What follows belongs to an exercise in optimizing a design on an open flow for small area and a short achievable clock period; a production flow would make more cautious choices.
The RTL was checked by simulation tests, not by an equivalence proof against the original design.
Power is estimated from default activity; no workload was simulated.

## afvip
module afvip #(
    parameter TP = 0
)(
    input            clk        ,
    input            rst_n      ,
    output           afvip_intr ,
    input            psel       ,
    input            penable    ,
    input     [15:0] paddr      ,
    input            pwrite     ,
    input     [31:0] pwdata     ,
    output           pready     ,
    output    [31:0] prdata     ,
    output           pslverr
);
integer i;
wire        a_low    = ~|paddr[15:8];
wire        a_work   = a_low & ~paddr[7] & ~|paddr[1:0];
wire        a_cfg    = a_low & (paddr[7:0] == 8'h80);
wire        a_sts    = a_low & (paddr[7:0] == 8'h84);
wire        a_clr    = a_low & (paddr[7:0] == 8'h88);
wire        a_ctl    = a_low & (paddr[7:0] == 8'h8C);
wire [4:0]  a_idx    = paddr[6:2];
wire        wr_acc   = psel & penable & pwrite;
wire        we_work  = wr_acc & a_work;
wire        we_cfg   = wr_acc & a_cfg;
wire        we_clr   = wr_acc & a_clr;
wire        we_ctl   = wr_acc & a_ctl;
reg  [2:0]  op;
reg  [4:0]  rs0, rs1, dst;
reg  [7:0]  imm;
reg         mul, y_imm, c_b, c_imm, op_ok;
  ...
For scale: about 4,900 cells after synthesis.
Settings: LEC_CHECK=0, ABC_AREA=1, CAP_MARGIN=20, CORE_MARGIN=2, CORE_UTILIZATION=55, PLACE_DENSITY=0.65, SLEW_MARGIN=20; clock period 13.0 ns.
standard.sh (not shown) runs the stock make flow with config.mk's settings and CLKGATE_MAP_FILE= SYNTH_SCRIPT=/design/flow/synth_recipe.tcl, a recipe that flattens the netlist after the stock synthesis.
==> flow/flow/run.sh <==
#!/bin/bash
# Layout flow: the standard layout (standard.sh) with these changes:
#  - synthesis uses flow/synth.tcl: the standard synthesis script, except that the work register read
#    mux and its select lines (modules afvip_rmux and afvip_rsel, which hold no registers) are mapped
#    on their own (see flow/synth.tcl); registers, their names and cells are those of the standard
#    synthesis;
#  - repair_timing aims for a setup slack margin of SETUP_SLACK_MARGIN ns against the design's clock;
#  - clock tree sink clusters of up to 25 flip-flops and no dummy loads;
#  - ports are buffered with buf_4 cells.
# Each tool's output goes to a log here (synth.log, standard.log) and to ORFS's logs under orfs/logs.
set -euo pipefail
export SETUP_SLACK_MARGIN=8.7
export CTS_ARGS="-sink_clustering_enable -repair_clock_nets -dont_use_dummy_load -sink_clustering_size 25 -sink_clustering_max_diameter 80"
export BUFFER_PORTS_ARGS="-buffer_cell sky130_fd_sc_hd__buf_4"
make_line=$(grep '^make ' standard.sh)
synth_line=$(printf '%s\n' "$make_line" | sed -e "s|SYNTH_SCRIPT=[^ ]*|SYNTH_SCRIPT=$PWD/flow/synth.tcl|" -e 's|"${@:-finish}"|synth|')
bash -c "$synth_line" > synth.log 2>&1
bash standard.sh finish > standard.log 2>&1
Other scripts of this flow, unchanged in this note and not shown: flow/flow/synth.tcl
Rerun with:
--- a/flow/config.mk
+++ b/flow/config.mk
@@ -9,5 +9,5 @@
 export CAP_MARGIN = 20
 export CORE_MARGIN = 2
-export CORE_UTILIZATION = 55
-export PLACE_DENSITY = 0.65
+export CORE_UTILIZATION = 66
+export PLACE_DENSITY = 0.76
 export SLEW_MARGIN = 20
Outcome: Clock-buffer cell count drops by 2; die area drops by 16%; maximum frequency drops by 0.79%; flip-flop and latch count stays the same; cell count drops by 4.1%; hold slack gains 0.0067 ns; sequential share of layout area is about the same; wire length drops by 1.3%; total power drops by 0.68%.
Rerun with:
--- a/flow/config.mk
+++ b/flow/config.mk
@@ -9,5 +9,5 @@
 export CAP_MARGIN = 20
 export CORE_MARGIN = 2
-export CORE_UTILIZATION = 66
-export PLACE_DENSITY = 0.76
+export CORE_UTILIZATION = 62
+export PLACE_DENSITY = 0.72
 export SLEW_MARGIN = 20
Cell area decreases by 0.44%.
Non-clock buffer count decreases by 11.
Via count decreases by 2.7%.
Total power hardly moves.
Count of clock-buffer cells in the layout does not change.
Die area increases by 6.4%.
Rerun with:
--- a/flow/flow/run.sh
+++ b/flow/flow/run.sh
@@ -7,10 +7,10 @@
 #  - repair_timing aims for a setup slack margin of SETUP_SLACK_MARGIN ns against the design's clock;
 #  - clock tree sink clusters of up to 25 flip-flops and no dummy loads;
-#  - ports are buffered with buf_4 cells.
+#  - ports are buffered with buf_2 cells.
 # Each tool's output goes to a log here (synth.log, standard.log) and to ORFS's logs under orfs/logs.
 set -euo pipefail
 export SETUP_SLACK_MARGIN=8.7
 export CTS_ARGS="-sink_clustering_enable -repair_clock_nets -dont_use_dummy_load -sink_clustering_size 25 -sink_clustering_max_diameter 80"
-export BUFFER_PORTS_ARGS="-buffer_cell sky130_fd_sc_hd__buf_4"
+export BUFFER_PORTS_ARGS="-buffer_cell sky130_fd_sc_hd__buf_2"
 make_line=$(grep '^make ' standard.sh)
 synth_line=$(printf '%s\n' "$make_line" | sed -e "s|SYNTH_SCRIPT=[^ ]*|SYNTH_SCRIPT=$PWD/flow/synth.tcl|" -e 's|"${@:-finish}"|synth|')
After rerunning: Routed wire length grows by 3.9%. Non-clock buffer count increases by 9. Synthesized cell count does not change. Cell area barely changes. Worst setup slack loses 0.033 ns. Count of clock-buffer cells in the layout is unchanged. Critical path depth climbs by 3. Core utilization came out higher by 0.18 points. Total power hardly moves. Synthesized area is unchanged. Clock skew came out lower by 0.031 ns.
Rerun with:
--- a/flow/flow/run.sh
+++ b/flow/flow/run.sh
@@ -7,10 +7,10 @@
 #  - repair_timing aims for a setup slack margin of SETUP_SLACK_MARGIN ns against the design's clock;
 #  - clock tree sink clusters of up to 25 flip-flops and no dummy loads;
-#  - ports are buffered with buf_2 cells.
+#  - ports are buffered with buf_4 cells.
 # Each tool's output goes to a log here (synth.log, standard.log) and to ORFS's logs under orfs/logs.
 set -euo pipefail
 export SETUP_SLACK_MARGIN=8.7
 export CTS_ARGS="-sink_clustering_enable -repair_clock_nets -dont_use_dummy_load -sink_clustering_size 25 -sink_clustering_max_diameter 80"
-export BUFFER_PORTS_ARGS="-buffer_cell sky130_fd_sc_hd__buf_2"
+export BUFFER_PORTS_ARGS="-buffer_cell sky130_fd_sc_hd__buf_4"
 make_line=$(grep '^make ' standard.sh)
 synth_line=$(printf '%s\n' "$make_line" | sed -e "s|SYNTH_SCRIPT=[^ ]*|SYNTH_SCRIPT=$PWD/flow/synth.tcl|" -e 's|"${@:-finish}"|synth|')
--- a/flow/config.mk
+++ b/flow/config.mk
@@ -9,5 +9,5 @@
 export CAP_MARGIN = 20
 export CORE_MARGIN = 2
-export CORE_UTILIZATION = 62
-export PLACE_DENSITY = 0.72
+export CORE_UTILIZATION = 58
+export PLACE_DENSITY = 0.68
 export SLEW_MARGIN = 20
What happened: Die area rises by a few percent; clock skew goes up by 0.059 ns; utilization fell by 4.3 points; register-to-register slack gains 0.04 ns; sequential cell count stays the same.

==> static timing again, ports no longer ideal <==
In the flow no input, the clock included, has a driving cell. The finished layouts below were timed again as built, in two steps.
Step 1 sets driving cells, clkbuf_16 on the clock port and buf_2 on the other inputs (assumed; they add their load-dependent delay and slew).
Step 2 also shifts input and output timing later by t, the mid clock arrival at the registers, as if the neighbouring blocks saw the same clock.
Three values: ideal ports, drivers, drivers and shift; two values: the first two.
run | shift t [ns] | setup WS [ns] | worst slew at a driven data input, ns
the first run | 0.730 | 8.654 / 8.537 / 7.807 | 0.20
the second run | 0.721 | 8.619 / 8.545 / 7.824 | 0.18
the third run | 0.718 | 8.692 / 8.586 / 7.868 | 0.26
the fourth run | 0.726 | 8.659 / 8.538 / 7.812 | 0.21
the fifth run | 0.730 | 8.677 / 8.544 / 7.814 | 0.25
After both steps setup and hold are still met in every run listed. The setup slack of the fifth run, which loses most, moves by -0.133 ns with the drivers and by -0.863 ns with both steps.
